From an optimization exercise on the open Yosys and OpenROAD flow, aimed at small area and a short achievable clock period; shortcuts taken in it are not production practice. Function was checked by simulation only, so behaviour that the tests miss may differ from the original.

==> exp/zinc <==
==> flow/design.v (excerpt) <==
module fir_filter (
    input  logic        clk,
    input  logic        reset,
    input  logic [15:0] data_in,
    output logic [15:0] data_out
);
logic [15:0] x[8:0];
logic [16:0] p1, p2, p3, p4;
logic [8:0] p0lo;
logic [7:0] x9h;
wire [8:0] p0hi;
wire [16:0] p0 = {p0hi, p0lo[7:0]};
logic [112:0] s0;
logic [47:0] s1;
wire pa1_g0_0 = x[0][0] & x[7][0];
wire pa1_p0 = x[0][0] ^ x[7][0];
wire pa1_g1_0 = x[0][1] & x[7][1];
wire pa1_p1 = x[0][1] ^ x[7][1];
wire pa1_g2_0 = x[0][2] & x[7][2];
wire pa1_p2 = x[0][2] ^ x[7][2];
wire pa1_g3_0 = x[0][3] & x[7][3];
wire pa1_p3 = x[0][3] ^ x[7][3];
wire pa1_g4_0 = x[0][4] & x[7][4];
wire pa1_p4 = x[0][4] ^ x[7][4];
wire pa1_g5_0 = x[0][5] & x[7][5];
wire pa1_p5 = x[0][5] ^ x[7][5];
wire pa1_g6_0 = x[0][6] & x[7][6];
wire pa1_p6 = x[0][6] ^ x[7][6];
wire pa1_g7_0 = x[0][7] & x[7][7];
wire pa1_p7 = x[0][7] ^ x[7][7];
wire pa1_g8_0 = x[0][8] & x[7][8];
wire pa1_p8 = x[0][8] ^ x[7][8];
wire pa1_g9_0 = x[0][9] & x[7][9];
wire pa1_p9 = x[0][9] ^ x[7][9];
wire pa1_g10_0 = x[0][10] & x[7][10];
wire pa1_p10 = x[0][10] ^ x[7][10];
wire pa1_g11_0 = x[0][11] & x[7][11];
wire pa1_p11 = x[0][11] ^ x[7][11];
wire pa1_g12_0 = x[0][12] & x[7][12];
wire pa1_p12 = x[0][12] ^ x[7][12];
wire pa1_g13_0 = x[0][13] & x[7][13];
wire pa1_p13 = x[0][13] ^ x[7][13];
wire pa1_g14_0 = x[0][14] & x[7][14];
wire pa1_p14 = x[0][14] ^ x[7][14];
wire pa1_g15_0 = x[0][15] & x[7][15];
wire pa1_p15 = x[0][15] ^ x[7][15];
wire pa1_G1 = pa1_g1_0 | (pa1_p1 & pa1_g0_0);
wire pa1_P1 = pa1_p1 & pa1_p0;
wire pa1_G2 = pa1_g3_0 | (pa1_p3 & pa1_g2_0);
wire pa1_P2 = pa1_p3 & pa1_p2;
wire pa1_G3 = pa1_g5_0 | (pa1_p5 & pa1_g4_0);
wire pa1_P3 = pa1_p5 & pa1_p4;
wire pa1_G4 = pa1_g7_0 | (pa1_p7 & pa1_g6_0);
wire pa1_P4 = pa1_p7 & pa1_p6;
wire pa1_G5 = pa1_g9_0 | (pa1_p9 & pa1_g8_0);
wire pa1_P5 = pa1_p9 & pa1_p8;
wire pa1_G6 = pa1_g11_0 | (pa1_p11 & pa1_g10_0);
wire pa1_P6 = pa1_p11 & pa1_p10;
wire pa1_G7 = pa1_g13_0 | (pa1_p13 & pa1_g12_0);
wire pa1_P7 = pa1_p13 & pa1_p12;
wire pa1_G8 = pa1_g15_0 | (pa1_p15 & pa1_g14_0);
wire pa1_P8 = pa1_p15 & pa1_p14;
wire pa1_G9 = pa1_g2_0 | (pa1_p2 & pa1_G1);
  ...
Settings: LEC_CHECK=0, CAP_MARGIN=20, CORE_MARGIN=2, CORE_UTILIZATION=40, CTS_CLUSTER_DIAMETER=120, CTS_CLUSTER_SIZE=30, SETUP_SLACK_MARGIN=4.3, SLEW_MARGIN=20; clock period 7.0 ns.
standard.sh (not shown) runs the stock make flow with config.mk's settings and CLKGATE_MAP_FILE= SYNTH_SCRIPT=/design/flow/synth_recipe.tcl, a recipe that flattens the netlist after the stock synthesis.
==> flow/flow/run.sh <==
#!/bin/bash
# Own layout flow: the standard ORFS flow (standard.sh), with two changes:
#  - synthesis skips the fine-grained 'abc -fast' pre-mapping (see below), and after it
#    has written the netlist, flow/fixinv.py removes the inverters Yosys leaves around full adders
#    (a full adder is self-dual, so complementing all its pins keeps its function);
#    registers are not touched;
#  - extra ORFS settings exported from flow/env.sh (port buffer cell etc.).
# Each tool's output goes to a log file in this folder (ORFS keeps its own per-step
# logs under orfs/logs).
set -euo pipefail
HERE=$(pwd)
# The standard flow's synthesis script, with Yosys's fine-grained 'abc -fast' pre-mapping skipped
# (-noabc), so the explicit full adders of the RTL reach extract_fa as written; the
# final ABC mapping of synth.tcl still runs. Registers are mapped exactly as before.
sed '1s/yosys synth -nofsm -noshare/yosys synth -nofsm -noshare -noabc/' synth_recipe.tcl > my_synth.tcl
grep -q -- '-noabc' my_synth.tcl
cat >> my_synth.tcl <<EOS
exec python3 $HERE/flow/fixinv.py \$::env(RESULTS_DIR)/1_2_yosys.v \$::env(RESULTS_DIR)/1_2_yosys.v 2> $HERE/fixinv.log
EOS
sed "s#SYNTH_SCRIPT=[^ ]*#SYNTH_SCRIPT=$HERE/my_synth.tcl#" standard.sh > my_standard.sh
if [[ -f flow/env.sh ]]; then source flow/env.sh; fi
bash my_standard.sh > flow_make.log 2>&1
Other scripts of this flow, unchanged in this note and not shown: flow/flow/env.sh, flow/flow/fixinv.py
==> exp/garnet (differences from exp/zinc) <==
CORE_UTILIZATION = 60   (was 40)
PLACE_DENSITY = 0.7   (was not set)
==> exp/delta (differences from exp/zinc) <==
CORE_UTILIZATION = 60   (was 40)
PLACE_DENSITY = 0.7   (was not set)
SETUP_SLACK_MARGIN = 4.6   (was 4.3)
==> notes.md <==
- The run finished with no timing, DRC or antenna violations.
- The end-of-flow core utilization is 44.9%.
- After detailed routing, the met3 layer carries 2270 um of wire.
- The slew at the pin closest to its max-slew limit is 0.923 ns.
-- figures above: exp/zinc

==> notes.md <==
- The amount of wire on met3 after detailed routing is 3570 um.
- The length of routed wiring on met1 is 20300 um.
- At the end of the flow the core is filled with cells to 70.3%.
- The run finished with no timing, DRC or antenna violations.
- Timing analysis after detailed placement gives a worst setup slack of 3.69 ns.
- The slew at the pin closest to its max-slew limit is 0.899 ns.
-- figures above: exp/delta

==> notes.md <==
- The end-of-flow core utilization is 66.6%.
- In this run, the clock network consumes 8.9% of the power.
- Ranked by flip-flop count, first place goes to x.
- The post-synthesis area per instance is 17.2 um^2.
- The slew at the pin closest to its max-slew limit is 0.932 ns.
- The flow ran to the end and the layout has no timing, DRC or antenna violations.
- The max-cap check violation count is 0.
-- figures above: exp/garnet

## afterwards: timing with drivers on the ports
No port has a modelled driver above. Below, the same layouts with a new extraction and two added sets of constraints. Step 1, drivers: a clkbuf_16 drives clk and a buf_2 each remaining input, both assumed. Step 2 moves the port delays by t, midway between the first and last clock arrival at a register: inputs arrive t later, outputs are due t later. That takes back most of the time a late clock gives input paths. Three values: ideal ports, drivers, drivers and shift; two values: the first two.
run | t, ns | setup WS [ns] | hold WS [ns] | clock arrival spread, ns
exp/zinc | 0.583 | 4.232 / 4.232 / 3.846 | 0.356 / 0.356 / 0.356 | 0.017 / 0.017
exp/garnet | 0.575 | 4.259 / 4.259 / 3.800 | 0.358 / 0.358 / 0.358 | 0.020 / 0.020
exp/delta | 0.581 | 4.237 / 4.237 / 3.824 | 0.356 / 0.356 / 0.356 | 0.017 / 0.017
After both steps setup and hold are still met in every run listed. The setup slack of exp/garnet, which loses most, moves by 0.000 ns with the drivers and by -0.459 ns with both steps.
